This is an optimization exercise on Yosys and OpenROAD, whose aim is small area and a short achievable clock period, not a production implementation.
Only simulation tests tie the RTL to the original design; equivalence was not proved.
Power and IR drop assume default switching activity.

===== design/flow/design.v =====
module FP32Adder2_align(
    input  wire [31:0] a,
    input  wire [31:0] b,
    output wire        l_sign,
    output wire [7:0]  l_exp1,    
    output wire [23:0] l_manx,    
    output wire        sub,
    output wire [23:0] t_man,     
    output wire [1:0]  t_sh       
);
    assign sub = a[31] ^ b[31];
    wire [7:0] ea = a[30:23];
    wire [7:0] eb = b[30:23];
    wire [7:0] y;
    wire       c;
    sub8 ed(.x(ea), .y(eb), .d(y), .gt(c));
    wire [7:0] s  = y ^ {8{~c}};
    wire       far = |s[7:5];                   
    wire       ha = |ea;
    wire       hb = |eb;
    wire [23:0] ta = {ha, a[22:0]};
    wire [23:0] tb = {hb, b[22:0]};
    wire [23:0] t  = c ? {1'b0, tb[23:1]} : ta;
    wire [23:0] t1 = t >> {s[3:2], 2'b00};
    assign t_man  = far ? 24'd0 : s[4] ? {16'd0, t1[23:16]} : t1;
    assign t_sh   = s[1:0];
    wire [7:0] el = c ? ea : eb;
    assign l_exp1 = el + 8'd1;
    assign l_manx = (c ? ta : tb) ^ {24{sub}};
    assign l_sign = c ? a[31] : b[31];
endmodule
module sub8(
    input  wire [7:0] x,
    input  wire [7:0] y,
    output wire [7:0] d,
    output wire       gt
);
    wire [7:0] p = x ^ ~y;
    wire [7:0] g = x & ~y;
    wire [7:0] gl [0:3];
    wire [7:0] pl [0:3];
    assign gl[0] = g;
    assign pl[0] = p;
    genvar l, i;
    generate
        for (l = 0; l < 3; l = l + 1) begin : lv
            for (i = 0; i < 8; i = i + 1) begin : bt
                if ((i >> l) & 1) begin : m
                    localparam integer J = ((i >> l) << l) - 1;
                    assign gl[l+1][i] = gl[l][i] | (pl[l][i] & gl[l][J]);
                    assign pl[l+1][i] = pl[l][i] & pl[l][J];
                end else begin : t
                    assign gl[l+1][i] = gl[l][i];
                    assign pl[l+1][i] = pl[l][i];
                end
            end
        end
    endgenerate
    assign d  = p ^ {gl[3][6:0], 1'b0};
    assign gt = gl[3][7];
endmodule
module FP32Adder2(
    input  wire        l_sign,
    input  wire [23:0] l_manx,
    input  wire        sub,
    input  wire [23:0] t_man,
    input  wire [1:0]  t_sh,
    output wire [24:0] v,         
    output wire [4:0]  sh,        
    output wire        q,         
    output wire        sign
);
    wire [23:0] B  = t_man >> t_sh;
    wire [23:0] p0 = l_manx ^ B;
    wire [23:0] g0 = l_manx & B;
    wire [23:0] G, P;
    prefix24 pt(.g(g0), .p(p0), .G(G), .P(P));
    wire        co = G[23];              
    wire [23:0] m;
    assign m[0] = sub;
    assign m[23:1] = sub ? (co ? G[22:0] | P[22:0] : ~G[22:0]) : G[22:0];
    wire [23:0] r   = p0 ^ m;
    wire        ovf = co & ~sub;         
    wire [31:0] x = {1'b0, r[23:12], r[11] | r[10], r[9:0], 1'b0, 7'h7f};
    wire [4:0]  lz;
    lzc32 lzc(.x(x), .n(lz), .z());
    wire [24:0] v0 = {ovf, r};
    assign v    = sh[4] ? {v0[8:0], 16'd0} : v0;
    assign sh   = sub ? lz : {4'd0, ~ovf};
    assign q    = sub & ~|r[23:11];
    assign sign = l_sign ^ (sub & co);
endmodule
module FP32Adder2_norm(
    input  wire [24:0] v,
    input  wire [4:0]  sh,
    input  wire        q,
    input  wire [7:0]  l_exp1,
    input  wire        off,       
    output wire [22:0] mant,
    output wire [7:0]  exp,
    output wire        ovf
);
    wire [24:0] n = v << sh[3:0];
    assign mant = {n[23] & ~q, n[22:1]} & {23{~off}};
    wire zero = sh[4] & sh[3];
    wire [6:0] el = {1'b0, l_exp1[4:0], 1'b1} + {1'b0, ~sh, ~q};
    wire [2:0] hm = l_exp1[7:5] - 3'd1;
    wire [7:0] e  = {el[6] ? l_exp1[7:5] : hm, el[5:1]};
    assign exp = (zero | off) ? 8'd0 : e;
    wire [7:0] d  = l_exp1 ^ {3'd0, sh};
    wire [7:0] m;
    assign m[0] = 1'b1;
    genvar i;
    generate for (i = 1; i < 8; i = i + 1) begin : tm
        assign m[i] = &l_exp1[i-1:0];
    end endgenerate
    wire top = q ? ~|d : ~|(d ^ m);
    assign ovf = ~off & (~|l_exp1 | (~zero & top));
endmodule
module prefix24(
    input  wire [23:0] g,
    input  wire [23:0] p,
    output wire [23:0] G,
    output wire [23:0] P
);
    wire [23:0] gl [0:5];
    wire [23:0] pl [0:5];
    assign gl[0] = g;
    assign pl[0] = p;
    genvar l, i;
    generate
        for (l = 0; l < 5; l = l + 1) begin : lv
            for (i = 0; i < 24; i = i + 1) begin : bt
                if ((i >> l) & 1) begin : m
                    localparam integer J = ((i >> l) << l) - 1;
                    assign gl[l+1][i] = gl[l][i] | (pl[l][i] & gl[l][J]);
                    assign pl[l+1][i] = pl[l][i] & pl[l][J];
                end else begin : t
                    assign gl[l+1][i] = gl[l][i];
                    assign pl[l+1][i] = pl[l][i];
                end
            end
        end
    endgenerate
    assign G = gl[5];
    assign P = pl[5];
endmodule
module lzc32(
    input  wire [31:0] x,
    output wire [4:0]  n,
    output wire        z
);
    wire [15:0] a1;  wire [15:0] c1;
    wire [7:0]  a2;  wire [15:0] c2;
    wire [3:0]  a3;  wire [11:0] c3;
    wire [1:0]  a4;  wire [7:0]  c4;
    genvar i;
    generate
        for (i = 0; i < 16; i = i + 1) begin : l1
            assign a1[i] = x[2*i+1] | x[2*i];
            assign c1[i] = ~x[2*i+1];
        end
        for (i = 0; i < 8; i = i + 1) begin : l2
            assign a2[i] = a1[2*i+1] | a1[2*i];
            assign c2[2*i+1:2*i] = a1[2*i+1] ? {1'b0, c1[2*i+1]} : {1'b1, c1[2*i]};
        end
        for (i = 0; i < 4; i = i + 1) begin : l3
            assign a3[i] = a2[2*i+1] | a2[2*i];
            assign c3[3*i+2:3*i] = a2[2*i+1] ? {1'b0, c2[4*i+3:4*i+2]} : {1'b1, c2[4*i+1:4*i]};
        end
        for (i = 0; i < 2; i = i + 1) begin : l4
            assign a4[i] = a3[2*i+1] | a3[2*i];
            assign c4[4*i+3:4*i] = a3[2*i+1] ? {1'b0, c3[6*i+5:6*i+3]} : {1'b1, c3[6*i+2:6*i]};
        end
    endgenerate
    assign z = ~(a4[1] | a4[0]);
    assign n = a4[1] ? {1'b0, c4[7:4]} : {1'b1, c4[3:0]};
endmodule
module SyncFP32Adder2(
    input wire [31:0] a,
    input wire [31:0] b,
    output wire [31:0] S,
    output wire Overflow,
    input wire clk,
    input wire rst
);
    wire        l_sign_d, sub_d;
    wire [7:0]  l_exp1_d;
    wire [23:0] l_manx_d;
    wire [23:0] t_man_d;
    wire [1:0]  t_sh_d;
    FP32Adder2_align align(
        .a(a), .b(b),
        .l_sign(l_sign_d), .l_exp1(l_exp1_d), .l_manx(l_manx_d),
        .sub(sub_d), .t_man(t_man_d), .t_sh(t_sh_d)
    );
    reg        l_sign_q, sub_q;
    reg [7:0]  l_exp1_q;
    reg [23:0] l_manx_q;
    reg [23:0] t_man_q;
    reg [1:0]  t_sh_q;
    wire [24:0] v_d;
    wire [4:0]  sh_d;
    wire        q_d, sign_d;
    FP32Adder2 add(
        .l_sign(l_sign_q), .l_manx(l_manx_q),
        .sub(sub_q), .t_man(t_man_q), .t_sh(t_sh_q),
        .v(v_d), .sh(sh_d), .q(q_d), .sign(sign_d)
    );
    reg [24:0] v_q;
    reg [4:0]  sh_q;
    reg        q_q, sign_q;
    reg [7:0]  l_exp1_2q;
    reg first, off;
    always @(posedge clk, posedge rst) begin
        if (rst) begin
            first <= 1'b1;
            off   <= 1'b1;
        end else begin
            first <= 1'b0;
            off   <= first;
        end
    end
    always @(posedge clk) begin
        l_sign_q  <= l_sign_d;
        sub_q     <= sub_d;
        l_exp1_q  <= l_exp1_d;
        l_manx_q  <= l_manx_d;
        t_man_q   <= t_man_d;
        t_sh_q    <= t_sh_d;
        v_q       <= v_d;
        sh_q      <= sh_d;
        q_q       <= q_d;
        sign_q    <= sign_d;
        l_exp1_2q <= l_exp1_q;
    end
    wire [22:0] mant;
    wire [7:0]  exp;
    wire        ovf;
    FP32Adder2_norm norm(
        .v(v_q), .sh(sh_q), .q(q_q), .l_exp1(l_exp1_2q), .off(off),
        .mant(mant), .exp(exp), .ovf(ovf)
    );
    assign S = {sign_q & ~off, exp, mant};
    assign Overflow = ovf;
endmodule

===== design/flow/flow/run.sh =====
#!/bin/bash
set -euo pipefail
export BUFFER_PORTS_ARGS="-buffer_cell sky130_fd_sc_hd__buf_1"
export SETUP_SLACK_MARGIN=5.4
bash standard.sh > make.log 2>&1

===== design/flow/standard.sh =====
#!/bin/bash
# synth_recipe.tcl (not shown) runs the flow's synth.tcl, then flattens the netlist and writes it again
# the make line also repeats each setting of config.mk as NAME=value (left out here)
make -C /OpenROAD-flow-scripts/flow DESIGN_CONFIG=/design/flow/config.mk WORK_HOME=/design/flow/orfs CLKGATE_MAP_FILE= SYNTH_SCRIPT=/design/flow/synth_recipe.tcl "${@:-finish}"

===== design/flow/config.mk =====
export PLATFORM = sky130hd
export DESIGN_NAME = SyncFP32Adder2
export DESIGN_NICKNAME = SyncFP32Adder2
export VERILOG_FILES = /design/flow/design.v
export SDC_FILE = /design/flow/constraint.sdc
export NUM_CORES = 8
export LEC_CHECK = 0
export ABC_AREA = 1
export CAP_MARGIN = 20
export CORE_MARGIN = 2
export CORE_UTILIZATION = 55
export CTS_BUF_LIST = sky130_fd_sc_hd__clkbuf_8
export PLACE_DENSITY = 0.8
export SLEW_MARGIN = 20

===== design/flow/constraint.sdc =====
create_clock -name core_clock -period 9.5 [get_ports {clk}]
set_input_delay 1.9000 -clock core_clock [delete_from_list [all_inputs] [get_ports {clk}]]
set_output_delay 1.9000 -clock core_clock [all_outputs]
set_load 0.01 [all_outputs]

==> flow_summary_export.csv, run 1 <==
group,metric,value,unit
pwr,power.density,248,nW/um^2
global_routing,grt_usage,0.264,
worst_setup_path,required,7.60,ns
timing,finalSetupViolations,0,
logic_synthesis,postSynthCellCount,1315,
logic_synthesis,yosysTopAreaCellShare,0.239,
job,maxCapViolCount,0,
logic_synthesis,synth.top_cells.by_area,"dfxtp_1 (24%), nand2_1 (20%), o21ai_0 (7.6%)",
logic_synthesis,yosys.area_share.simple,0.333,
cts,cts_buffers,9,
global_routing,grt_max_degree,35,
drt,drtIter0Drc,671,
drt,ant_nets,0,
logic_synthesis,synth.area.mux_share,0.0398,
floorplan,initial_utilization,0.567,
worst_setup_path,crit_arrival,2.34,ns
drt,drt-pass1-iter-count,5,
layout,layout_common_cells,"nand2_1 (429), inv_1 (141), o21ai_0 (106), dfxtp_1 (94), buf_1 (87)",
logic_synthesis,synthFlopType,"dfxtp_1",
logic_synthesis,yosys.area_share.adder,0.0699,
drt,via_per_inst,5.47,
global_routing,first_global_vias,7703,
cts,cts_tree,"yes",
cts,clock_path_buffers,2,
layout,design_area,9950,um^2
layout,mostFrequentLayoutCell,"nand2_1",
layout,antenna_cells,0,
worst_hold_path,holdCritPathClass,"reg -> reg",
place,port_buffers,98,
logic_synthesis,synthesis.nets,1425,
place,pre_cts_ws,3.46,ns
place,placedCellCount,1552,
layout,nets,1560,
place,place.gp.congestion,0.916,
worst_setup_path,r2r_end,"q_q$_DFF_P_",
global_routing,antenna_found_initial,0,
timing,worst_slack,5.26,ns
floorplan,fp.dieW,127,um
logic_synthesis,avgSynthCellArea,6.32,um^2
floorplan,fp.coreArea,14600,um^2
worst_setup_path,worst-r2r-cell-count,24,
global_routing,grt_overflow_total,0,
timing,fin_skew,0.0165,ns
layout,fin_util,0.679,
layout,seqCellArea,2050,um^2
cts,cts.clk_slew.worst_paths,0.11,ns
layout,multiInputGateArea,5820,um^2
logic_synthesis,synth_top_area_cell,"dfxtp_1",
worst_hold_path,whs_endpoint,"l_exp1_2q[0]$_DFF_P_",
logic_synthesis,ys.warnings.count,3,
drt,detail_route.wl_per_cell,14.2,um
pwr,p_leak,4.98,nW
timing,fin_tns_setup,0,ns
worst_setup_path,end_kind,"primary output",
layout,area_growth,19.8,%
layout,drive_gt1_frac,0.155,
place,dp_hpwl,16000,um
cts,clk-insertion-delay-late,0.38,ns
cts,htreeDepth,3,
logic_synthesis,synth_compound_area_frac,0.166,
cts,cts_sinks,101,
worst_hold_path,worstHoldStart,"l_exp1_q[0]$_DFF_P_",
worst_setup_path,worst-setup-path-type,"reg -> out",
status,outcome,"complete, no violations",
drt,drc_errors,0,
logic_synthesis,synth.yosys.seq_area_share,0.245,
pwr,ir_drop,0.000104,V
floorplan,pin_count,99,
timing,slew_violations,0,
worst_setup_path,r2r_start,"t_sh_q[0]$_DFF_P_",
floorplan,die_h,127,um
drt,vias,8961,
timing,finalHoldViolations,0,
place,placed_cell_area,8760,um^2
timing,fin_crit,4.24,ns
timing,grt_setup_unrepaired,"yes",
timing,worstMarginPinSlew,1.12,ns
worst_hold_path,holdPathStages,0,
cts,ctsHoldBuffers,0,
logic_synthesis,ys_async_sr_fraction,0.0198,
cts,root_buffer,"clkbuf_8",
worst_setup_path,rrSetupSlack,5.57,ns
drt,drt_wl_total,23300,um
timing,slew-limit-headroom,0.251,
layout,layout.cells.non_filler,1639,
timing,maxClockFrequency,0.236,GHz
logic_synthesis,synth-seq-cells,101,
floorplan,die_area,16100,um^2
logic_synthesis,synth_xor_xnor_area_share,0.0495,
timing,finalCritPeriodShare,0.446,
logic_synthesis,ys_types,60,
logic_synthesis,post_synth_instance_area,8310,um^2
logic_synthesis,synth_edf_count,0,
floorplan,num_rows,44,
worst_setup_path,start_kind,"register",
worst_setup_path,path_max_fanout,6,
global_routing,grt_pass1_wl,35300,um
logic_synthesis,synth_top_family_by_area,"simple AND/OR/NAND/NOR gates",
layout,fill_cells,1232,
-- routing by layer --
metal  routed length [um]  up-vias  GRT usage  part of all wire
met2                11000      437      0.438              0.47
met4                 1060        0      0.133             0.046
li1                     -     4532          -                 -
met1                 9640     3892      0.342              0.41
met3                 1600      100     0.0291             0.069
met5                    0        -          0                 0
-- synthesized netlist by cell type (all sizes together) (7+ instances only) --
master	n
xor2	40
mux2i	33
clkbuf	38
nor2	91
nand3	54
nand2	461
xnor2	7
nor4	7
o21bai	9
dfxtp	99
nor3	12
o21ai	128
nand4	11
buf	12
a21oi	45
o22ai	13
ha	40
a211oi	8
inv	154
-- registers in the layout, summed over array words and instances, names as in the netlist --
signal,cells
sub_q,1
l_exp1_2q,8
off,1
first,1
sign_q,1
q_q,1
sh_q,5
t_sh_q,2
t_man_q,24
v_q,24
l_manx_q,24
l_exp1_q,8
l_sign_q,1
-- cells by family after synthesis --
family                     Yosys count
other                                1
DFF                                101
adders and majority gates           44
and+or+nand+nor                    644
xor gates and xnor gates            47
muxes                               33
buffers and inverters              207
AOI/OAI and AO/OA                  238
-- final cells by class --
cell class / count / area share
timing repair buffer: 165 / 0.103
tap: 184 / 0.0231
clock buffer: 9 / 0.0124
timing repair inverter: 4 / 0.00277
clock inverter: 7 / 0.00591
inverter: 157 / 0.0621
multi-input combinational: 1012 / 0.585
sequential: 101 / 0.206
-- worst max-delay path, cell delays in order, from the launching register on --
cell,delay (ns)
dfxtp_4,0.37
buf_12,0.14
fa_2,0.39
nor2_2,0.16
o21a_1,0.15
nor2_2,0.05
o21ai_1,0.14
a21oi_2,0.11
buf_4,0.14
a211oi_2,0.15
buf_2,0.15
-- repair_timing --
action                                  in CTS  in global routing
cloned                                       7                  6
setup buffers                                9                 49
pin swaps                                    6                 29
resized for setup                           52                 81
endpoints found under the setup margin      97                 87
-- how the worst max path moves through the flow --
stage | from | endpoint | slack (ns) | cells after the start
floorplan | b[23] | t_man_q[1]$_SDFF_PP0_ | 5.39 | 10
global placement | b[23] | t_man_q[3]$_SDFF_PP0_ | 3.61 | 17
finish | sh_q[0]$_DFF_P_ | S[29] | 5.26 | 10
detailed placement | b[23] | t_man_q[2]$_SDFF_PP0_ | 3.46 | 17
CTS | sh_q[1]$_SDFF_PN0_ | S[30] | 5.34 | 12
global route | sh_q[0]$_DFF_P_ | S[30] | 5.13 | 11
-- metrics by stage --
step | hold WS, ns | power [W]
floorplan | 0.310 | 0.00163
global placement | 0.311 | 0.00190
detailed placement | 0.312 | 0.00193
CTS | 0.321 | 0.00227
global route | 0.321 | 0.00268
finish | 0.327 | 0.00247
-- power by group --
| group | switching (W) | total [W] | internal, W |
|---|---|---|---|
| registers | 0.0000699 | 0.000613 | 0.000543 |
| clock network | 0.000159 | 0.000259 | 0.0000995 |
| logic | 0.00101 | 0.00160 | 0.000592 |
| total | 0.00123 | 0.00247 | 0.00123 |
==> run 2: changes to the inputs <==
==> design/flow/flow/run.sh (replaced) <==
#!/bin/bash
set -euo pipefail
export BUFFER_PORTS_ARGS="-buffer_cell sky130_fd_sc_hd__buf_1"
bash standard.sh > make.log 2>&1
--- a/design/flow/config.mk
+++ b/design/flow/config.mk
@@ -13,2 +13,3 @@
 export PLACE_DENSITY = 0.8
+export SETUP_SLACK_MARGIN = 5
 export SLEW_MARGIN = 20
==> run 2 against run 1 <==
First-iteration DRC count fell by 28%. Critical path type is now in -> reg. Hold slack better by 0.0086 ns. Clock skew about the same. Sequential share of layout area grew 1.6 points. Synthesized area is the same. Combinational power decreased by 13%.
==> flow_summary_export.csv, run 2 <==
group,metric,value,unit
floorplan,fp.dieW,127,um
job,maxCapViolCount,0,
drt,detail_route.wl_per_cell,13.3,um
cts,htreeDepth,3,
pwr,internal_power,0.00111,W
pwr,power_frac_comb,0.611,
worst_setup_path,crit_arrival,4.59,ns
logic_synthesis,yosysMostFrequentCell,"nand2_1",
timing,worstMarginPinSlew,0.957,ns
timing,finalHoldViolations,0,
worst_setup_path,cp_slowest_cell,"o21ai_0",
worst_hold_path,holdCritPathClass,"reg -> reg",
global_routing,grt_max_degree,67,
drt,via_per_inst,5.33,
timing,grt_setup_unrepaired,"yes",
layout,area_growth,10.7,%
layout,drive_gt1_frac,0.0789,
logic_synthesis,postSynthCellCount,1315,
logic_synthesis,yosysTopAreaCellShare,0.239,
pwr,p_leak,4.59,nW
layout,nets,1500,
layout,top_regs,"l_manx_q: 24 flops, t_man_q: 24 flops, v_q: 24 flops",
global_routing,grt_usage,0.258,
floorplan,pin_count,99,
pwr,ir_drop,0.0000881,V
place,dp_hpwl,16400,um
logic_synthesis,ys_types,60,
drt,vias,8419,
worst_setup_path,path_max_fanout,33,
logic_synthesis,synth_edf_count,0,
timing,finalCritPeriodShare,0.457,
logic_synthesis,synth.yosys.seq_area_share,0.245,
cts,cts_buffers,9,
timing,finalSetupViolations,0,
pwr,power.density,247,nW/um^2
layout,mostFrequentLayoutCell,"nand2_1",
pwr,finalPower,0.00227,W
cts,ctsHoldBuffers,0,
status,outcome,"complete, no violations",
drt,ant_nets,0,
pwr,power_frac_clock,0.116,
cts,root_buffer,"clkbuf_8",
layout,design_area,9200,um^2
logic_synthesis,avgSynthCellArea,6.32,um^2
timing,slew-limit-headroom,0.361,
logic_synthesis,post_synth_instance_area,8310,um^2
logic_synthesis,synthFlopType,"dfxtp_1",
worst_setup_path,worst-setup-path-type,"in -> reg",
global_routing,antenna_found_initial,0,
timing,fin_crit,4.34,ns
logic_synthesis,ys.warnings.count,3,
global_routing,grt_overflow_total,0,
logic_synthesis,synth.cells.most_frequent,"nand2_1 (442), inv_1 (148), o21ai_0 (126)",
cts,cts.clk_slew.worst_paths,0.10,ns
worst_setup_path,path_delay_family,"buffers and inverters",
logic_synthesis,ys_async_sr_fraction,0.0198,
floorplan,initial_utilization,0.567,
pwr,pwr-share-seq,0.273,
floorplan,die_h,127,um
timing,hold_slack,0.335,ns
place,placed_cell_area,8750,um^2
floorplan,die_area,16100,um^2
pwr,p_sw,0.00116,W
worst_setup_path,worst_path_most_repeated_cell,"inv_1",
pwr,switching_share,0.509,
worst_setup_path,crit_path_cell_trace,"buf_1 > inv_1 > ha_1 > fa_1 > nand3_1 > nand2_1 > nand4_1 > nand2_2 > buf_12 > clkinvlp_4 > nor2_2 > inv_1 > nand2_8 > o21ai_0 > inv_1 > nand2_1 > a22oi_1",
worst_setup_path,crit_buf_inv,6,
timing,slew_violations,0,
layout,antenna_cells,0,
logic_synthesis,synthesis.nets,1425,
worst_setup_path,end_kind,"register",
cts,cts_tree,"yes",
layout,layout_common_cells,"nand2_1 (439), inv_1 (145), o21ai_0 (122), buf_1 (97), dfxtp_1 (95)",
drt,drc_errors,0,
cts,clock_path_buffers,2,
drt,drt-pass1-iter-count,7,
logic_synthesis,synth_top_area_cell,"dfxtp_1",
timing,fin_skew,0.0160,ns
drt,drtIter0Drc,482,
drt,drt_wl_total,21000,um
cts,cts_sinks,101,
floorplan,num_rows,44,
place,port_buffers,98,
timing,maxClockFrequency,0.230,GHz
timing,fin_tns_setup,0,ns
cts,clk-insertion-delay-late,0.38,ns
worst_setup_path,start_kind,"input pin",
logic_synthesis,synth.top_cells.by_area,"dfxtp_1 (24%), nand2_1 (20%), o21ai_0 (7.6%)",
place,place.gp.congestion,0.957,
logic_synthesis,synth-seq-cells,101,
global_routing,first_global_vias,7444,
worst_setup_path,cpPeakStageDelay,0.46,ns
worst_setup_path,required,9.75,ns
global_routing,grt_pass1_wl,34400,um
floorplan,fp.coreArea,14600,um^2
-- run 2: final cells by class --
type	count	area [um^2]
tap	184	230
multi-input combinational	1007	5560
inverter	157	613
timing repair inverter	3	15.0
fill	1389	5450
sequential	101	2050
timing repair buffer	111	538
clock inverter	7	65.1
clock buffer	9	124
-- run 2: repair_timing --
item / 4_1_cts / 5_1_grt
resized for setup: 16 / 30
buffers inserted: 2 / 3
setup endpoints to repair: 57 / 58
pin swaps: 0 / 1
gates cloned: 2 / 3
-- run 2: power by group through the flow --
stage          Sequential [W]  Clock [W]  Combinational [W]
2_1_floorplan        0.000587          0            0.00104
3_3_place_gp         0.000626          0            0.00127
3_5_place_dp         0.000629          0            0.00130
4_1_cts              0.000619   0.000265            0.00133
5_1_grt              0.000633   0.000282            0.00157
6_report             0.000619   0.000264            0.00139
-- run 2: stage by stage --
stage                     setup WS (ns)   util  instances
after detailed placement           4.10  0.598       1553
after global routing               4.90  0.628       1579
after CTS                          4.97  0.616       1573
after floorplan                    5.23      -       1315
after global placement             4.23  0.598       1553
final                              5.16  0.628       1579
-- run 2: cells by family (layout without fill, tap and decap cells) --
group	count (synthesis)	after routing	synth area share
adders and majority gates	44	44	0.0699
buffers and inverters	207	287	0.0967
DFF	101	101	0.245
and+or+nand+nor	644	644	0.333
AOI/OAI and AO/OA	238	238	0.166
other	1	1	0.000451
muxes	33	33	0.0398
xor gates and xnor gates	47	47	0.0495
-- run 2: per-layer routing --
layer,GRT usage,share of wire,up-vias
met4,0.122,0.036,0
met5,0,0,-
met2,0.433,0.46,314
met3,0.0198,0.057,60
li1,-,-,4392
met1,0.336,0.44,3653
-- run 2: path summary, 6_finish.rpt --
path                                     start               endpoint  slack, ns  depth (start not counted)
min in group asynchronous                  rst          off$_DFF_PP1_       1.53                          2
max                                      b[23]  t_man_q[1]$_SDFF_PP0_       5.16                         17
max reg2reg                  t_sh_q[0]$_DFF_P_      v_q[1]$_SDFF_PP0_       5.39                         27
max in group asynchronous                  rst        first$_DFF_PP1_       7.95                          2
min                        l_exp1_q[5]$_DFF_P_   l_exp1_2q[5]$_DFF_P_       0.34                          0
min reg2reg                l_exp1_q[5]$_DFF_P_   l_exp1_2q[5]$_DFF_P_       0.34                          0
==> run 3: changes to the inputs <==
==> design/flow/flow/run.sh (replaced) <==
#!/bin/bash
set -euo pipefail
export BUFFER_PORTS_ARGS="-buffer_cell sky130_fd_sc_hd__buf_1"
export SETUP_SLACK_MARGIN=5.2
bash standard.sh > make.log 2>&1
--- a/design/flow/config.mk
+++ b/design/flow/config.mk
@@ -12,4 +12,4 @@
 export CTS_BUF_LIST = sky130_fd_sc_hd__clkbuf_8
+export CTS_CLUSTER_SIZE = 35
 export PLACE_DENSITY = 0.8
-export SETUP_SLACK_MARGIN = 5
 export SLEW_MARGIN = 20
==> run 3 against run 2 <==
Highest routed layer unchanged. Critical endpoint is now S[30]. Critical path type is now reg -> out. Count of clock-buffer cells in the layout did not move. Clock power barely moved. Fmax rose by 3.4%. Total power rose by 2.6%. Flip-flop and latch count did not move. Combinational power rose by 4%. Via count rose by 2.9%. Utilization rose by 1.4 points.
==> flow_summary_export.csv, run 3 <==
group,metric,value,unit
logic_synthesis,synthesis.nets,1425,
global_routing,grt_max_degree,67,
drt,routed.top_layer,"met4",
drt,vias,8663,
logic_synthesis,synth_edf_count,0,
global_routing,antenna_found_initial,0,
logic_synthesis,ys_types,60,
timing,fin_skew,0.0152,ns
logic_synthesis,synth.cells.most_frequent,"nand2_1 (442), inv_1 (148), o21ai_0 (126)",
global_routing,first_global_vias,7471,
layout,nets,1510,
layout,area_growth,13.1,%
timing,worstMarginPinSlew,0.993,ns
drt,wl_met3,1340,um
timing,grt_setup_unrepaired,"no",
layout,layout_common_cells,"nand2_1 (438), inv_1 (142), o21ai_0 (118), buf_1 (95), dfxtp_1 (94)",
worst_hold_path,holdCritPathClass,"reg -> reg",
global_routing,grt_pass1_wl,34600,um
job,maxCapViolCount,0,
drt,wl_met1,9420,um
logic_synthesis,synth.top_cells.by_area,"dfxtp_1 (24%), nand2_1 (20%), o21ai_0 (7.6%)",
drt,detail_route.wl_per_cell,13.8,um
drt,via_per_inst,5.45,
pwr,power.density,248,nW/um^2
drt,ant_nets,0,
logic_synthesis,ys.warnings.count,3,
place,port_buffers,98,
timing,fin_tns_setup,0,ns
layout,mostFrequentLayoutCell,"nand2_1",
floorplan,initial_utilization,0.567,
drt,drt-pass1-iter-count,7,
layout,top_regs,"l_manx_q: 24 flops, t_man_q: 24 flops, v_q: 24 flops",
status,outcome,"complete, no violations",
layout,seqCellArea,2050,um^2
cts,cts_tree,"yes",
floorplan,num_rows,44,
logic_synthesis,ys_async_sr_fraction,0.0198,
floorplan,die_area,16100,um^2
layout,fill_cells,1351,
layout,multiInputGateArea,5650,um^2
place,place.gp.congestion,0.957,
place,dp_hpwl,16400,um
cts,clock_path_buffers,2,
floorplan,pin_count,99,
worst_setup_path,path_max_fanout,4,
logic_synthesis,synth_top_area_cell,"dfxtp_1",
drt,drt_wl_total,21900,um
timing,finalSetupViolations,0,
cts,cts_buffers,9,
place,pre_cts_ws,4.10,ns
drt,route.met2.wl,10300,um
worst_setup_path,worst-setup-path-type,"reg -> out",
logic_synthesis,yosysTopAreaCellShare,0.239,
timing,slew_violations,0,
worst_setup_path,end_kind,"primary output",
logic_synthesis,synth-seq-cells,101,
global_routing,grt_usage,0.259,
layout,drive_gt1_frac,0.0947,
pwr,p_leak,4.68,nW
drt,drtIter0Drc,514,
cts,clk-insertion-delay-late,0.38,ns
floorplan,die_h,127,um
worst_setup_path,path_delay_family,"compound AO/OA/AOI/OAI gates",
timing,slew-limit-headroom,0.337,
logic_synthesis,synth.yosys.seq_area_share,0.245,
floorplan,fp.coreArea,14600,um^2
logic_synthesis,yosysMostFrequentCell,"nand2_1",
cts,cts_sinks,101,
timing,maxClockFrequency,0.238,GHz
layout,antenna_cells,0,
logic_synthesis,postSynthCellCount,1315,
worst_setup_path,crit_arrival,2.30,ns
logic_synthesis,post_synth_instance_area,8310,um^2
cts,htreeDepth,3,
worst_setup_path,required,7.60,ns
floorplan,fp.dieW,127,um
worst_setup_path,crit_path_cell_trace,"clkinvlp_4 > ha_4 > inv_2 > nor2_2 > o21a_1 > nor2_2 > o21ai_1 > a21oi_2 > nand2_1 > o21ai_1 > a21oi_1 > clkbuf_2",
logic_synthesis,avgSynthCellArea,6.32,um^2
worst_setup_path,cpPeakStageDelay,0.38,ns
worst_setup_path,crit_buf_inv,3,
drt,drc_errors,0,
worst_setup_path,start_kind,"register",
cts,cts.clk_slew.worst_paths,0.10,ns
timing,finalCritPeriodShare,0.442,
pwr,ir_drop,0.0000890,V
global_routing,grt_overflow_total,0,
cts,root_buffer,"clkbuf_8",
logic_synthesis,synthFlopType,"dfxtp_1",
timing,fin_crit,4.20,ns
timing,finalHoldViolations,0,
worst_setup_path,cp_slowest_cell,"dfxtp_4",
timing,worst_slack,5.30,ns
-- run 3: cell counts after synthesis --
No cell type changed its count.
-- run 3: path summary, 6_finish.rpt --
| kind | startpoint | to | slack (ns) | cells past startpoint |
|---|---|---|---|---|
| worst max register to register | t_sh_q[0]$_DFF_P_ | v_q[1]$_SDFF_PP0_ | 5.53 | 26 |
| min in group asynchronous | rst | off$_DFF_PP1_ | 1.54 | 2 |
| worst min register to register | l_exp1_q[6]$_DFF_P_ | l_exp1_2q[6]$_DFF_P_ | 0.34 | 0 |
| max in group asynchronous | rst | first$_DFF_PP1_ | 7.94 | 2 |
| worst min-delay path | l_exp1_q[6]$_DFF_P_ | l_exp1_2q[6]$_DFF_P_ | 0.34 | 0 |
| worst max-delay path | sh_q[1]$_SDFF_PN0_ | S[30] | 5.30 | 12 |
-- run 3: kinds of logic after synthesis --
family,Yosys count,share of synthesized area
AO/OA/AOI/OAI,238,0.166
other,1,0.000451
XOR/XNOR,47,0.0495
adder cells (fa/ha/maj),44,0.0699
multiplexers,33,0.0398
AND/OR/NAND/NOR,644,0.333
flip-flops,101,0.245
buffers and inverters,207,0.0967
-- run 3: metrics by stage --
stage                     std cells  power (W)   util  hold WS [ns]  cell area [um^2]
final                          1589    0.00233  0.642         0.336              9400
after global routing           1589    0.00255  0.642         0.340              9400
after floorplan                1315    0.00162      -         0.310              8310
after detailed placement       1553    0.00193  0.598         0.312              8750
after CTS                      1576    0.00223  0.621         0.336              9090
after global placement         1553    0.00190  0.598         0.311              8750
-- run 3: per-layer routing --
metal	vias to the layer above	track usage
met1	3824	0.337
met4	0	0.116
met5	-	0
li1	4416	-
met3	67	0.0228
met2	356	0.439
-- run 3: worst reg2reg max path: stages (launching register included) --
cell and delay [ns]:
dfxtp_1 0.35, buf_8 0.22, mux2i_1 0.29, inv_1 0.09, nand2_1 0.06, o21ai_0 0.10
ha_1 0.35, nand2_1 0.11, inv_1 0.06, a21oi_2 0.18, nand2_4 0.11, nand2_1 0.11
nand2_4 0.12, nand2_8 0.14, nand3_4 0.18, nand2_1 0.17, nand2_1 0.06, nand2_1 0.06
nand2_1 0.13, nor2_1 0.16, nand2_1 0.16, nor2_8 0.19, nand2_4 0.10, inv_2 0.08
nand2_4 0.09, nand2_1 0.14, inv_1 0.06
-- run 3: where the power goes --
part | switching (W) | internal (W)
combinational | 0.000944 | 0.000502
clock | 0.000164 | 0.000102
sequential | 0.0000734 | 0.000543
total | 0.00118 | 0.00115
-- run 3: timing repair --
action,CTS,global route
hold buffers,0,0
hold endpoints to repair,0,0
pin swaps,1,10
setup endpoints to repair,81,62
gates cloned,2,6
gates resized for setup,27,46
setup buffers,5,7
-- run 3: cell type report --
class	count	share of cell area
multi-input combinational	1009	0.601
sequential	101	0.218
timing repair buffer	120	0.0698
inverter	157	0.0650
tap	184	0.0245
clock buffer	9	0.0132
clock inverter	7	0.00692
timing repair inverter	2	0.00133
==> run 4: changes to the inputs <==
--- a/design/flow/config.mk
+++ b/design/flow/config.mk
@@ -12,3 +12,2 @@
 export CTS_BUF_LIST = sky130_fd_sc_hd__clkbuf_8
-export CTS_CLUSTER_SIZE = 35
 export PLACE_DENSITY = 0.8
==> run 4 against run 3 <==
Final cell count stayed put. First-iteration DRC count stayed put. Count of clock-buffer cells in the layout stayed put. Synthesized area stayed put. Register-to-register slack hardly changed. Critical path depth stayed put. Hold slack stayed put. Worst setup slack stayed put. Largest power group unchanged. Die area stayed put. Fmax stayed put.
==> flow_summary_export.csv, run 4 <==
group,metric,value,unit
logic_synthesis,yosysMostFrequentCell,"nand2_1",
place,place.gp.congestion,0.957,
logic_synthesis,synthFlopType,"dfxtp_1",
timing,fin_crit,4.20,ns
logic_synthesis,synth_top_area_cell,"dfxtp_1",
drt,drc_errors,0,
drt,ant_nets,0,
logic_synthesis,ys_async_sr_fraction,0.0198,
floorplan,die_area,16100,um^2
cts,cts.clk_slew.worst_paths,0.10,ns
floorplan,fp.coreArea,14600,um^2
pwr,switching_share,0.507,
timing,slew-limit-headroom,0.337,
layout,layout.cells.non_filler,1589,
global_routing,grt_usage,0.259,
pwr,internal_power,0.00115,W
logic_synthesis,postSynthCellCount,1315,
global_routing,grt_pass1_wl,34600,um
global_routing,grt_overflow_total,0,
logic_synthesis,yosys.area_share.adder,0.0699,
layout,antenna_cells,0,
drt,drtIter0Drc,514,
place,port_buffers,98,
logic_synthesis,synth_top_family_by_area,"simple AND/OR/NAND/NOR gates",
drt,drt-pass1-iter-count,7,
cts,clk-insertion-delay-late,0.38,ns
layout,area_growth,13.1,%
logic_synthesis,synth.top_cells.by_area,"dfxtp_1 (24%), nand2_1 (20%), o21ai_0 (7.6%)",
logic_synthesis,synthesis.nets,1425,
status,outcome,"complete, no violations",
floorplan,die_h,127,um
pwr,p_sw,0.00118,W
worst_setup_path,crit_arrival,2.30,ns
timing,maxClockFrequency,0.238,GHz
floorplan,pin_count,99,
worst_setup_path,r2r_start,"t_sh_q[0]$_DFF_P_",
timing,slew_violations,0,
timing,fin_tns_setup,0,ns
logic_synthesis,synth-seq-cells,101,
timing,finalHoldViolations,0,
job,maxCapViolCount,0,
drt,via_per_inst,5.45,
logic_synthesis,post_synth_instance_area,8310,um^2
logic_synthesis,avgSynthCellArea,6.32,um^2
layout,multiInputGateArea,5650,um^2
logic_synthesis,synth.cells.most_frequent,"nand2_1 (442), inv_1 (148), o21ai_0 (126)",
layout,layout_common_cells,"nand2_1 (438), inv_1 (142), o21ai_0 (118), buf_1 (95), dfxtp_1 (94)",
floorplan,fp.dieW,127,um
drt,drt_wl_total,21900,um
global_routing,antenna_found_initial,0,
worst_setup_path,endpoint,"S[30]",
worst_setup_path,worst-r2r-cell-count,26,
logic_synthesis,ys_types,60,
logic_synthesis,ys.warnings.count,3,
global_routing,grt_max_degree,67,
worst_setup_path,rrSetupSlack,5.53,ns
layout,nets,1510,
pwr,pwr-share-seq,0.265,
worst_setup_path,end_kind,"primary output",
worst_setup_path,cpPeakStageDelay,0.38,ns
pwr,power_frac_comb,0.621,
cts,cts_sinks,101,
cts,cts_buffers,9,
logic_synthesis,synth_edf_count,0,
worst_setup_path,cp_slowest_cell,"dfxtp_4",
worst_hold_path,holdCritPathClass,"reg -> reg",
layout,seqCellArea,2050,um^2
drt,detail_route.wl_per_cell,13.8,um
pwr,ir_drop,0.0000890,V
floorplan,num_rows,44,
logic_synthesis,synth.yosys.seq_area_share,0.245,
worst_setup_path,worstSetupStartpoint,"sh_q[1]$_SDFF_PN0_",
worst_setup_path,r2r_end,"v_q[1]$_SDFF_PP0_",
pwr,p_leak,4.68,nW
logic_synthesis,synth_xor_xnor_area_share,0.0495,
timing,grt_setup_unrepaired,"no",
layout,top_regs,"l_manx_q: 24 flops, t_man_q: 24 flops, v_q: 24 flops",
place,dp_hpwl,16400,um
place,placedCellCount,1553,
logic_synthesis,synth.area.mux_share,0.0398,
layout,fill_cells,1351,
cts,root_buffer,"clkbuf_8",
timing,worstMarginPinSlew,0.993,ns
logic_synthesis,yosysTopAreaCellShare,0.239,
timing,finalSetupViolations,0,
pwr,power_frac_clock,0.114,
worst_setup_path,path_max_fanout,4,
layout,drive_gt1_frac,0.0947,
worst_setup_path,crit_path_cell_trace,"clkinvlp_4 > ha_4 > inv_2 > nor2_2 > o21a_1 > nor2_2 > o21ai_1 > a21oi_2 > nand2_1 > o21ai_1 > a21oi_1 > clkbuf_2",
drt,vias,8663,
floorplan,initial_utilization,0.567,
logic_synthesis,synth_compound_area_frac,0.166,
worst_setup_path,start_kind,"register",
global_routing,first_global_vias,7471,
timing,finalCritPeriodShare,0.442,
worst_hold_path,holdPathStages,0,
worst_setup_path,worst-setup-path-type,"reg -> out",
cts,clock_path_buffers,2,
cts,cts_tree,"yes",
logic_synthesis,yosys.area_share.simple,0.333,
worst_setup_path,required,7.60,ns
timing,fin_skew,0.0152,ns
layout,mostFrequentLayoutCell,"nand2_1",
pwr,power.density,248,nW/um^2
cts,htreeDepth,3,
[run 4: cell counts in the layout (fill, tap and decap cells not counted)]
Identical to the previous run, type by type.
[run 4: layer usage]
metal	share of wire	vias to the layer above	global-route usage
met5	0	-	0
met4	0.037	0	0.116
met3	0.061	67	0.0228
met2	0.47	356	0.439
met1	0.43	3824	0.337
li1	-	4416	-
[run 4: critical path, delay by kind of cell, from the launching register on]
kind / cells / cell delay (ns)
AO/OA/AOI/OAI: 5 / 0.65
flip-flops: 1 / 0.38
buffers and inverters: 3 / 0.36
AND/OR/NAND/NOR: 3 / 0.28
adder cells (fa/ha/maj): 1 / 0.26
[run 4: layout make-up]
| type | instances | share of cell area |
|---|---|---|
| Sequential cell | 101 | 0.218 |
| Inverter | 157 | 0.0650 |
| Timing Repair inverter | 2 | 0.00133 |
| Tap cell | 184 | 0.0245 |
| Clock buffer | 9 | 0.0132 |
| Multi-Input combinational cell | 1009 | 0.601 |
| Timing Repair Buffer | 120 | 0.0698 |
| Clock inverter | 7 | 0.00692 |
[run 4: through the flow]
| stage | total power, W | hold slack (ns) | cell area, um^2 | util | setup slack (ns) |
|---|---|---|---|---|---|
| finish | 0.00233 | 0.336 | 9400 | 0.642 | 5.30 |
| global route | 0.00255 | 0.340 | 9400 | 0.642 | 5.18 |
| CTS | 0.00223 | 0.336 | 9090 | 0.621 | 5.13 |
| detailed placement | 0.00193 | 0.312 | 8750 | 0.598 | 4.10 |
| global placement | 0.00190 | 0.311 | 8750 | 0.598 | 4.23 |
| floorplan | 0.00162 | 0.310 | 8310 | - | 5.23 |
[run 4: timing repair]
action / CTS / global route
cloned: 2 / 6
setup buffers: 5 / 7
endpoints found under the setup margin: 81 / 62
pin swaps: 1 / 10
resized for setup: 27 / 46
hold buffers: 0 / 0
[run 4: cell families (layout without fill, tap and decap cells)]
kind of cell / Yosys count / count (layout)
AND/OR/NAND/NOR: 644 / 646
XOR/XNOR: 47 / 47
other: 1 / 1
AO/OA/AOI/OAI: 238 / 238
flip-flops: 101 / 101
adder cells (fa/ha/maj): 44 / 44
multiplexers: 33 / 33
buffers and inverters: 207 / 295
[run 4: power by group through the flow]
stage          combinational, W  clock, W  sequential [W]
2_1_floorplan           0.00104         0        0.000587
4_1_cts                 0.00136  0.000265        0.000610
6_report                0.00145  0.000266        0.000617
3_5_place_dp            0.00130         0        0.000629
3_3_place_gp            0.00127         0        0.000626
5_1_grt                 0.00163  0.000284        0.000629
[run 4: how the worst min path moves through the flow]
| stage | from | to | slack [ns] |
|---|---|---|---|
| after floorplan | l_exp1_q[0]$_DFF_P_ | l_exp1_2q[0]$_DFF_P_ | 0.31 |
| after global placement | l_exp1_q[4]$_DFF_P_ | l_exp1_2q[4]$_DFF_P_ | 0.31 |
| after detailed placement | l_exp1_q[3]$_DFF_P_ | l_exp1_2q[3]$_DFF_P_ | 0.31 |
| after CTS | l_exp1_q[6]$_DFF_P_ | l_exp1_2q[6]$_DFF_P_ | 0.34 |
| after global routing | l_exp1_q[2]$_DFF_P_ | l_exp1_2q[2]$_DFF_P_ | 0.34 |
| final | l_exp1_q[6]$_DFF_P_ | l_exp1_2q[6]$_DFF_P_ | 0.34 |
==> run 5: changes to the inputs <==
--- a/design/flow/flow/run.sh
+++ b/design/flow/flow/run.sh
@@ -4,2 +4,4 @@
 export SETUP_SLACK_MARGIN=5.2
+export CTS_ARGS="-sink_clustering_enable -repair_clock_nets -buf_list sky130_fd_sc_hd__clkbuf_8 -dont_use_dummy_load"
+export ADDER_MAP_FILE=
 bash standard.sh > make.log 2>&1
==> run 5 against run 4 <==
Still clean. Sequential share of layout area is 0.50 points lower. Design area grew 2.2%. Routed wire length is 2.1% higher. Flip-flop and latch count unchanged. Global-route usage up 1.3 points. Register-to-register slack gained 0.14 ns. First-iteration DRC count increased by 7.4%. Via count increased by 6.7%. Synthesized cell count rose by 12%. Critical path type unchanged. Largest cell class unchanged. Highest routed layer unchanged.
==> flow_summary_export.csv, run 5 <==
group,metric,value,unit
status,outcome,"complete, no violations",
worst_setup_path,crit_arrival,2.41,ns
worst_setup_path,required,7.60,ns
worst_setup_path,rrSetupSlack,5.67,ns
timing,worst_slack,5.19,ns
cts,ctsHoldBuffers,0,
layout,antenna_cells,0,
worst_setup_path,r2r_end,"v_q[19]$_DFF_P_",
layout,fin_util,0.634,
cts,cts_sinks,101,
layout,design_area,9600,um^2
place,dp_hpwl,16800,um
worst_hold_path,worstHoldStart,"l_exp1_q[7]$_DFF_P_",
logic_synthesis,synth.top_cells.by_area,"dfxtp_1 (23%), nand2_1 (23%), inv_1 (7.7%)",
timing,slew-limit-headroom,0.406,
drt,drc_errors,0,
layout,area_growth,12.8,%
drt,vias,9240,
logic_synthesis,synth_edf_count,0,
timing,fin_skew,0.0268,ns
worst_setup_path,worst_path_most_repeated_cell,"inv_2",
worst_setup_path,worst-setup-path-type,"reg -> out",
drt,drt-pass1-iter-count,7,
timing,fin_tns_setup,0,ns
global_routing,grt_overflow_total,0,
worst_setup_path,cp_slowest_cell,"dfxtp_2",
worst_setup_path,end_kind,"primary output",
logic_synthesis,synthFlopType,"dfxtp_1",
floorplan,die_h,128,um
drt,ant_nets,0,
worst_hold_path,whs_endpoint,"l_exp1_2q[7]$_DFF_P_",
worst_setup_path,crit_buf_inv,6,
logic_synthesis,ys_types,63,
logic_synthesis,post_synth_instance_area,8510,um^2
timing,hold_slack,0.313,ns
pwr,p_sw,0.00135,W
place,placed_cell_area,8880,um^2
layout,mostFrequentLayoutCell,"nand2_1",
logic_synthesis,avgSynthCellArea,5.78,um^2
pwr,ir_drop,0.000100,V
global_routing,grt_pass1_wl,37000,um
global_routing,antenna_found_initial,0,
floorplan,initial_utilization,0.562,
logic_synthesis,ys_async_sr_fraction,0.0198,
pwr,power_frac_clock,0.083,
global_routing,grt_usage,0.273,
timing,maxClockFrequency,0.232,GHz
worst_hold_path,holdPathStages,0,
place,pre_cts_ws,3.87,ns
worst_setup_path,worst-r2r-cell-count,26,
pwr,pwr-share-seq,0.247,
pwr,switching_share,0.519,
layout,drive_gt1_frac,0.120,
drt,drt_wl_total,22300,um
pwr,power.density,270,nW/um^2
floorplan,fp.coreArea,15100,um^2
worst_setup_path,crit_path_cell_trace,"buf_12 > clkinvlp_4 > nor2_4 > inv_2 > a21oi_4 > inv_2 > a21oi_2 > inv_1 > nand2_1 > o211ai_1 > or3_1 > xor2_1 > nor2_1 > buf_2",
worst_setup_path,path_max_fanout,2,
worst_setup_path,start_kind,"register",
cts,clock_path_buffers,2,
layout,top_regs,"l_manx_q: 24 flops, t_man_q: 24 flops, v_q: 24 flops",
logic_synthesis,synthesis.nets,1538,
cts,cts.clk_slew.worst_paths,0.09,ns
pwr,p_leak,5.00,nW
layout,multiInputGateArea,5600,um^2
logic_synthesis,postSynthCellCount,1472,
timing,finalCritPeriodShare,0.454,
cts,htreeDepth,3,
place,port_buffers,98,
timing,slew_violations,0,
layout,seqCellArea,2050,um^2
logic_synthesis,ys.warnings.count,3,
logic_synthesis,yosysMostFrequentCell,"nand2_1",
logic_synthesis,synth.yosys.seq_area_share,0.239,
worst_hold_path,holdCritPathClass,"reg -> reg",
drt,detail_route.wl_per_cell,12.7,um
logic_synthesis,synth-seq-cells,101,
drt,drtIter0Drc,552,
job,maxCapViolCount,0,
place,place.gp.congestion,0.951,
global_routing,first_global_vias,8187,
cts,root_buffer,"clkbuf_8",
timing,fin_crit,4.31,ns
logic_synthesis,synth.cells.most_frequent,"nand2_1 (528), inv_1 (174), nor2_1 (115)",
worst_setup_path,r2r_start,"t_sh_q[0]$_DFF_P_",
layout,nets,1642,
pwr,power_frac_comb,0.671,
timing,finalHoldViolations,0,
floorplan,num_rows,45,
cts,cts_buffers,9,
drt,via_per_inst,5.24,
layout,fill_cells,1454,
worst_setup_path,cpPeakStageDelay,0.35,ns
logic_synthesis,synth_top_area_cell,"dfxtp_1",
cts,cts_tree,"yes",
worst_setup_path,path_delay_family,"simple AND/OR/NAND/NOR gates",
cts,clk-insertion-delay-late,0.38,ns
timing,worstMarginPinSlew,0.890,ns
timing,grt_setup_unrepaired,"yes",
floorplan,fp.dieW,128,um
timing,finalSetupViolations,0,
global_routing,grt_max_degree,37,
logic_synthesis,yosysTopAreaCellShare,0.233,
floorplan,pin_count,99,
floorplan,die_area,16500,um^2
layout,layout_common_cells,"nand2_1 (525), inv_1 (165), nand3_1 (114), o21ai_0 (109), nor2_1 (107)",
pwr,internal_power,0.00125,W
run 5: worst register-to-register path: cells and delay by family, from the launching register on:
kind / cells / cell delay (ns)
simple gates: 22 / 2.54
compound gates: 1 / 0.22
flops: 1 / 0.64
buf+inv: 3 / 0.39
run 5: cell families after synthesis:
group	Yosys count	share of synthesized area
AOI/OAI and AO/OA	226	0.153
xor gates and xnor gates	50	0.0537
buffers and inverters	246	0.118
and+or+nand+nor	836	0.422
other	1	0.000441
DFF	101	0.239
muxes	12	0.0141
run 5: metal layers:
metal	vias to the layer above	global-route usage	share of wire
li1	4845	-	-
met4	0	0.138	0.053
met3	84	0.0337	0.053
met2	326	0.461	0.46
met5	-	0	0
met1	3985	0.343	0.43
run 5: area by class of cell:
cell class              instances  share of cell area
multi-input cells            1126               0.583
flip-flops and latches        101               0.213
repair buffers                140              0.0838
inverters                     195              0.0805
well taps                     188              0.0245
clock buffers                   9              0.0129
repair inverters                3             0.00182
run 5: power by group through the flow:
stage               Clock, W  Sequential [W]  Combinational, W
floorplan                  0        0.000598           0.00130
global placement           0        0.000646           0.00154
detailed placement         0        0.000650           0.00156
global route        0.000234        0.000653           0.00199
CTS                 0.000216        0.000638           0.00167
finish              0.000215        0.000640           0.00174
run 5: how the worst max path moves through the flow:
stage / from / end / slack (ns) / cells past startpoint
2_1_floorplan: b[24] / l_exp1_q[7]$_DFF_P_ / 5.24 / 16
5_1_grt: sh_q[0]$_DFF_P_ / S[30] / 5.05 / 14
6_report: sh_q[0]$_DFF_P_ / S[30] / 5.19 / 14
3_5_place_dp: b[24] / t_man_q[1]$_SDFF_PP0_ / 3.87 / 17
4_1_cts: sh_q[0]$_DFF_P_ / S[30] / 5.11 / 14
3_3_place_gp: b[24] / t_man_q[1]$_SDFF_PP0_ / 4.02 / 17
run 5: metrics by stage:
stage          cells  power (W)
2_1_floorplan   1472    0.00190
3_3_place_gp    1711    0.00218
3_5_place_dp    1711    0.00221
4_1_cts         1748    0.00252
5_1_grt         1762    0.00288
6_report        1762    0.00259
run 5: what timing repair did:
action,CTS,global route
resized for setup,36,30
setup endpoints to repair,56,70
setup buffers,22,12
cloned,6,2
pin swaps,4,8
==> run 6: changes to the inputs <==
--- a/design/flow/flow/run.sh
+++ b/design/flow/flow/run.sh
@@ -5,3 +5,2 @@
 export CTS_ARGS="-sink_clustering_enable -repair_clock_nets -buf_list sky130_fd_sc_hd__clkbuf_8 -dont_use_dummy_load"
-export ADDER_MAP_FILE=
 bash standard.sh > make.log 2>&1
==> run 6 against run 5 <==
Flip-flop and latch count did not move. Synthesized cell count decreased by 11%. Non-clock buffer count is 16 lower. Utilization increased by 0.62 points. Global-route usage fell by 1.5 points. First-iteration DRC count shrank 1.1%. Die area decreased by 2.3%. Sequential share of layout area increased by 0.56 points. Still clean on timing, DRC and antenna. Final cell count decreased by 10%. Combinational power shrank 17%. Design area fell by 2.4%. Synthesized area shrank 2.4%.
==> flow_summary_export.csv, run 6 <==
group,metric,value,unit
layout,layout_common_cells,"nand2_1 (438), inv_1 (142), o21ai_0 (116), buf_1 (95), dfxtp_1 (94)",
place,dp_hpwl,16400,um
global_routing,grt_max_degree,67,
worst_setup_path,r2r_end,"v_q[1]$_SDFF_PP0_",
worst_hold_path,holdPathStages,0,
global_routing,grt_usage,0.258,
logic_synthesis,synth_edf_count,0,
cts,cts_buffers,9,
floorplan,num_rows,44,
place,place.gp.congestion,0.957,
layout,mostFrequentLayoutCell,"nand2_1",
logic_synthesis,synth.yosys.seq_area_share,0.245,
pwr,power.density,243,nW/um^2
floorplan,fp.dieW,127,um
drt,drt_wl_total,21800,um
logic_synthesis,synthesis.nets,1425,
worst_setup_path,path_delay_family,"compound AO/OA/AOI/OAI gates",
timing,slew_violations,0,
logic_synthesis,synth.top_cells.by_area,"dfxtp_1 (24%), nand2_1 (20%), o21ai_0 (7.6%)",
worst_setup_path,crit_arrival,2.28,ns
layout,drive_gt1_frac,0.0927,
timing,finalHoldViolations,0,
layout,nets,1514,
floorplan,pin_count,99,
layout,area_growth,12.8,%
status,outcome,"complete, no violations",
worst_setup_path,worst-setup-path-type,"reg -> out",
logic_synthesis,avgSynthCellArea,6.32,um^2
worst_setup_path,worst-r2r-cell-count,26,
cts,cts.clk_slew.worst_paths,0.08,ns
worst_setup_path,worst_path_most_repeated_cell,"nor2_2",
logic_synthesis,ys.warnings.count,3,
global_routing,first_global_vias,7410,
timing,fin_crit,4.18,ns
layout,top_regs,"l_manx_q: 24 flops, t_man_q: 24 flops, v_q: 24 flops",
drt,drc_errors,0,
worst_setup_path,start_kind,"register",
logic_synthesis,post_synth_instance_area,8310,um^2
worst_setup_path,path_max_fanout,4,
worst_setup_path,required,7.60,ns
job,maxCapViolCount,0,
drt,vias,8613,
logic_synthesis,yosysTopAreaCellShare,0.239,
drt,ant_nets,0,
drt,drtIter0Drc,546,
timing,fin_tns_setup,0,ns
layout,fill_cells,1349,
place,port_buffers,98,
worst_setup_path,cp_num_cells,11,
timing,worstMarginPinSlew,1.00,ns
pwr,p_leak,4.67,nW
timing,grt_setup_unrepaired,"yes",
worst_setup_path,r2r_start,"t_sh_q[0]$_DFF_P_",
layout,antenna_cells,0,
worst_setup_path,end_kind,"primary output",
logic_synthesis,ys_types,60,
cts,cts_tree,"yes",
place,placedCellCount,1553,
cts,clock_path_buffers,2,
worst_setup_path,rrSetupSlack,5.54,ns
logic_synthesis,synth.cells.most_frequent,"nand2_1 (442), inv_1 (148), o21ai_0 (126)",
worst_setup_path,endpoint,"S[30]",
worst_setup_path,crit_buf_inv,3,
cts,root_buffer,"clkbuf_8",
logic_synthesis,synth_top_area_cell,"dfxtp_1",
cts,htreeDepth,3,
floorplan,initial_utilization,0.567,
timing,slew-limit-headroom,0.331,
logic_synthesis,yosysMostFrequentCell,"nand2_1",
worst_setup_path,worstSetupStartpoint,"sh_q[1]$_SDFF_PN0_",
timing,maxClockFrequency,0.239,GHz
drt,via_per_inst,5.43,
timing,finalCritPeriodShare,0.440,
place,placed_cell_area,8750,um^2
pwr,ir_drop,0.0000896,V
worst_setup_path,cp_slowest_cell,"dfxtp_4",
logic_synthesis,postSynthCellCount,1315,
drt,detail_route.wl_per_cell,13.7,um
floorplan,die_area,16100,um^2
worst_setup_path,crit_path_cell_trace,"clkinvlp_4 > ha_4 > inv_2 > nor2_2 > o21a_1 > nor2_2 > o21ai_1 > a21oi_2 > nand2_1 > a21oi_1 > clkbuf_2",
global_routing,antenna_found_initial,0,
layout,layout.cells.non_filler,1586,
timing,fin_skew,0.0284,ns
floorplan,fp.coreArea,14600,um^2
drt,drt-pass1-iter-count,8,
worst_hold_path,holdCritPathClass,"reg -> reg",
logic_synthesis,synth-seq-cells,101,
global_routing,grt_pass1_wl,34400,um
logic_synthesis,synthFlopType,"dfxtp_1",
cts,cts_sinks,101,
timing,finalSetupViolations,0,
global_routing,grt_overflow_total,0,
worst_setup_path,cpPeakStageDelay,0.37,ns
layout,fin_util,0.640,
layout,design_area,9380,um^2
logic_synthesis,ys_async_sr_fraction,0.0198,
floorplan,die_h,127,um
cts,clk-insertion-delay-late,0.37,ns
-- run 6: routing by layer --
| metal | vias to the layer above | wire length [um] | track usage |
|---|---|---|---|
| met5 | - | 0 | 0 |
| met3 | 65 | 1400 | 0.0316 |
| met4 | 0 | 875 | 0.118 |
| met1 | 3775 | 9350 | 0.338 |
| met2 | 359 | 10200 | 0.426 |
| li1 | 4414 | - | - |
-- run 6: stage by stage --
stage / power (W) / setup WS, ns / hold WS [ns]
floorplan: 0.00162 / 5.23 / 0.310
global placement: 0.00190 / 4.23 / 0.311
detailed placement: 0.00193 / 4.10 / 0.312
CTS: 0.00218 / 5.14 / 0.334
global route: 0.00250 / 5.18 / 0.336
finish: 0.00228 / 5.32 / 0.332
-- run 6: layout make-up --
type,instances,area (um^2),share of cell area
clock buffer,9,124,0.0132
sequential,101,2050,0.219
timing repair inverter,2,12.5,0.00133
timing repair buffer,124,686,0.0731
multi-input combinational,1009,5650,0.602
tap,184,230,0.0246
inverter,157,622,0.0663
-- run 6: logic make-up (layout without fill, tap and decap cells) --
family	after synthesis	after routing	synth area share
fa+ha+maj	44	44	0.0699
compound gates	238	238	0.166
mux	33	33	0.0398
simple gates	644	646	0.333
other cells	1	1	0.000451
flops	101	101	0.245
buf+inv	207	292	0.0967
xor+xnor	47	47	0.0495
-- run 6: repair_timing --
item / in CTS / in global routing
resized for setup: 27 / 49
hold endpoints to repair: 0 / 0
setup buffers: 5 / 11
cloned: 2 / 6
pin swaps: 1 / 9
hold buffers: 0 / 0
setup endpoints to repair: 81 / 58
-- run 6: worst min-delay path by stage --
stage / start / to / slack (ns)
final: l_exp1_q[6]$_DFF_P_ / l_exp1_2q[6]$_DFF_P_ / 0.33
after global routing: l_exp1_q[2]$_DFF_P_ / l_exp1_2q[2]$_DFF_P_ / 0.34
after CTS: l_exp1_q[6]$_DFF_P_ / l_exp1_2q[6]$_DFF_P_ / 0.33
after detailed placement: l_exp1_q[3]$_DFF_P_ / l_exp1_2q[3]$_DFF_P_ / 0.31
after global placement: l_exp1_q[4]$_DFF_P_ / l_exp1_2q[4]$_DFF_P_ / 0.31
after floorplan: l_exp1_q[0]$_DFF_P_ / l_exp1_2q[0]$_DFF_P_ / 0.31
-- run 6: where the power goes --
| group | internal, W | switching, W |
|---|---|---|
| combinational | 0.000507 | 0.000945 |
| sequential | 0.000544 | 0.0000745 |
| clock | 0.0000852 | 0.000125 |
==> run 7: changes to the inputs <==
--- a/design/flow/config.mk
+++ b/design/flow/config.mk
@@ -11,4 +11,3 @@
 export CORE_UTILIZATION = 55
-export CTS_BUF_LIST = sky130_fd_sc_hd__clkbuf_8
-export PLACE_DENSITY = 0.8
+export PLACE_DENSITY = 0.75
 export SLEW_MARGIN = 20
==> run 7 against run 6 <==
Synthesized cell count is the same. Register-to-register slack better by 0.02 ns. Utilization is 0.13 points higher. Critical path type unchanged. Critical endpoint is now S[28].
==> flow_summary_export.csv, run 7 <==
group,metric,value,unit
logic_synthesis,avgSynthCellArea,6.32,um^2
worst_setup_path,r2r_end,"q_q$_DFF_P_",
place,dp_hpwl,16200,um
layout,layout.cells.non_filler,1589,
pwr,p_leak,4.71,nW
floorplan,die_h,127,um
timing,grt_setup_unrepaired,"yes",
timing,finalSetupViolations,0,
timing,fin_tns_setup,0,ns
drt,drt-pass1-iter-count,5,
timing,finalCritPeriodShare,0.443,
drt,vias,8457,
layout,mostFrequentLayoutCell,"nand2_1",
floorplan,pin_count,99,
drt,drt_wl_total,21300,um
timing,finalHoldViolations,0,
timing,slew_violations,0,
cts,clk-insertion-delay-late,0.37,ns
logic_synthesis,synth-seq-cells,101,
pwr,power.density,241,nW/um^2
worst_setup_path,start_kind,"register",
timing,maxClockFrequency,0.238,GHz
drt,drc_errors,0,
worst_hold_path,worstHoldStart,"l_exp1_q[0]$_DFF_P_",
logic_synthesis,synthesis.nets,1425,
job,maxCapViolCount,0,
global_routing,grt_usage,0.256,
timing,hold_slack,0.302,ns
layout,antenna_cells,0,
floorplan,initial_utilization,0.567,
logic_synthesis,synth.yosys.seq_area_share,0.245,
worst_setup_path,cpPeakStageDelay,0.37,ns
worst_setup_path,required,7.60,ns
floorplan,fp.dieW,127,um
place,place.gp.congestion,0.912,
cts,htreeDepth,3,
worst_setup_path,worst-r2r-cell-count,16,
logic_synthesis,postSynthCellCount,1315,
cts,cts_sinks,101,
layout,top_regs,"l_manx_q: 24 flops, t_man_q: 24 flops, v_q: 24 flops",
worst_setup_path,path_delay_family,"buffers and inverters",
layout,multiInputGateArea,5630,um^2
logic_synthesis,synth.cells.most_frequent,"nand2_1 (442), inv_1 (148), o21ai_0 (126)",
timing,fin_crit,4.21,ns
worst_setup_path,end_kind,"primary output",
logic_synthesis,ys.warnings.count,3,
drt,via_per_inst,5.32,
layout,fill_cells,1370,
logic_synthesis,yosysMostFrequentCell,"nand2_1",
floorplan,fp.coreArea,14600,um^2
pwr,internal_power,0.00113,W
global_routing,grt_max_degree,67,
global_routing,grt_pass1_wl,34200,um
drt,detail_route.wl_per_cell,13.4,um
logic_synthesis,ys_async_sr_fraction,0.0198,
place,port_buffers,98,
layout,nets,1517,
cts,cts_buffers,9,
floorplan,num_rows,44,
layout,layout_common_cells,"nand2_1 (438), inv_1 (144), o21ai_0 (119), dfxtp_1 (95), buf_1 (91)",
logic_synthesis,synth_top_area_cell,"dfxtp_1",
worst_setup_path,worst-setup-path-type,"reg -> out",
logic_synthesis,yosysTopAreaCellShare,0.239,
worst_setup_path,crit_arrival,2.31,ns
pwr,ir_drop,0.0000919,V
drt,ant_nets,0,
pwr,power_frac_comb,0.637,
global_routing,antenna_found_initial,0,
timing,fin_skew,0.0383,ns
worst_setup_path,path_max_fanout,4,
cts,clock_path_buffers,2,
logic_synthesis,synthFlopType,"dfxtp_1",
worst_setup_path,rrSetupSlack,5.56,ns
worst_setup_path,worst_path_most_repeated_cell,"nor2_2",
pwr,power_frac_clock,0.094,
logic_synthesis,synth.top_cells.by_area,"dfxtp_1 (24%), nand2_1 (20%), o21ai_0 (7.6%)",
cts,cts.clk_slew.worst_paths,0.10,ns
logic_synthesis,synth_edf_count,0,
timing,slew-limit-headroom,0.331,
worst_hold_path,holdPathStages,0,
logic_synthesis,ys_types,60,
global_routing,grt_overflow_total,0,
layout,area_growth,13.1,%
worst_setup_path,crit_buf_inv,4,
logic_synthesis,post_synth_instance_area,8310,um^2
pwr,pwr-share-seq,0.269,
worst_setup_path,crit_path_cell_trace,"clkinvlp_4 > ha_4 > inv_1 > nor2_2 > o21a_1 > nor2_2 > o21ai_1 > a21oi_2 > buf_4 > xor2_1 > nor2_1 > clkbuf_2",
cts,cts_tree,"yes",
drt,drtIter0Drc,558,
pwr,switching_share,0.499,
global_routing,first_global_vias,7399,
worst_setup_path,r2r_start,"t_sh_q[0]$_DFF_P_",
worst_hold_path,holdCritPathClass,"reg -> reg",
worst_setup_path,cp_slowest_cell,"dfxtp_4",
timing,worstMarginPinSlew,1.00,ns
cts,root_buffer,"clkbuf_8",
layout,drive_gt1_frac,0.0975,
status,outcome,"complete, no violations",
floorplan,die_area,16100,um^2
pwr,p_sw,0.00113,W
place,placedCellCount,1554,
layout,seqCellArea,2050,um^2
worst_hold_path,whs_endpoint,"l_exp1_2q[0]$_DFF_P_",
-- run 7: cell counts after synthesis --
No cell type changed its count.
-- run 7: cell families (layout without fill, tap and decap cells) --
family,count (synthesis),count (layout),synth area share
simple gates,644,646,0.333
compound gates,238,238,0.166
buf+inv,207,295,0.0967
fa+ha+maj,44,44,0.0699
mux,33,33,0.0398
other cells,1,1,0.000451
flops,101,101,0.245
xor+xnor,47,47,0.0495
-- run 7: repair_timing --
item,4_1_cts,5_1_grt
buffers inserted,5,13
gates cloned,2,6
endpoints found under the hold margin,0,0
endpoints found under the setup margin,65,68
resized for setup,30,45
hold buffers,0,0
pin swaps,2,6
-- run 7: how the worst max path moves through the flow --
stage	from	end	slack, ns	cells after the start
after floorplan	b[23]	t_man_q[1]$_SDFF_PP0_	5.23	10
after global placement	b[23]	t_man_q[7]$_SDFF_PP0_	4.23	17
after detailed placement	b[23]	t_man_q[1]$_SDFF_PP0_	4.10	18
after CTS	b[23]	t_man_q[12]$_SDFF_PP0_	5.18	10
after global routing	sh_q[0]$_DFF_P_	Overflow	5.17	10
final	sh_q[1]$_SDFF_PN0_	S[28]	5.29	12
-- run 7: layout make-up --
cell class,instances,area share
sequential,101,0.218
inverter,157,0.0658
clock buffer,9,0.0132
tap,184,0.0245
timing repair inverter,2,0.00107
timing repair buffer,127,0.0778
multi-input combinational,1009,0.599
-- run 7: power by group through the flow --
stage               registers, W  logic [W]  clock network [W]
finish                  0.000609    0.00144           0.000212
global route            0.000621    0.00163           0.000231
CTS                     0.000604    0.00136           0.000214
detailed placement      0.000621    0.00131                  0
global placement        0.000619    0.00129                  0
floorplan               0.000587    0.00104                  0
-- run 7: layer usage --
layer	vias to the layer above	global-route usage	wire (um)
met4	0	0.0931	743
met5	-	0	0
li1	4416	-	-
met3	50	0.0257	1000
met1	3714	0.342	9510
met2	277	0.430	10000
-- run 7: through the flow --
stage / setup WS, ns / area, um^2 / util / power, W
2_1_floorplan: 5.23 / 8310 / - / 0.00162
3_3_place_gp: 4.23 / 8760 / 0.598 / 0.00191
3_5_place_dp: 4.10 / 8760 / 0.598 / 0.00193
4_1_cts: 5.18 / 9030 / 0.617 / 0.00217
5_1_grt: 5.17 / 9390 / 0.641 / 0.00249
6_report: 5.29 / 9390 / 0.641 / 0.00226

[what the ideal ports hide]
The results above use ideal ports. As a check the final layouts listed here were re-extracted and re-timed, cells and wires unchanged.
Step 1 assumes that a clkbuf_16 drives the clock port and a buf_2 every other input.
Step 2 moves the port delays by t, midway between the first and last clock arrival at a register: inputs arrive t later, outputs are due t later. That takes back most of the time a late clock gives input paths.
Three values: ideal ports, drivers, drivers and shift; two values: the first two.
run	shift t [ns]	setup slack, ns	worst setup path after step 2	latest minus earliest clock arrival (ns)	worst register clock-pin slew, ns
run 1	0.407	5.264 / 5.230 / 5.078	input to register	0.016 / 0.016	0.11 / 0.11
run 2	0.410	5.159 / 5.141 / 4.763	input to register	0.016 / 0.016	0.11 / 0.11
run 3	0.409	5.300 / 5.266 / 4.943	input to register	0.016 / 0.017	0.11 / 0.11
run 4	0.409	5.300 / 5.266 / 4.943	input to register	0.016 / 0.017	0.11 / 0.11
run 5	0.406	5.185 / 5.150 / 5.062	input to register	0.027 / 0.027	0.10 / 0.10
run 6	0.395	5.318 / 5.283 / 4.964	input to register	0.028 / 0.028	0.10 / 0.10
run 7	0.388	5.290 / 5.253 / 5.004	input to register	0.039 / 0.039	0.10 / 0.10
After both steps every run listed still meets setup and hold. For run 2, which loses most, drivers alone change the setup slack by -0.018 ns; drivers and shift together by -0.396 ns.
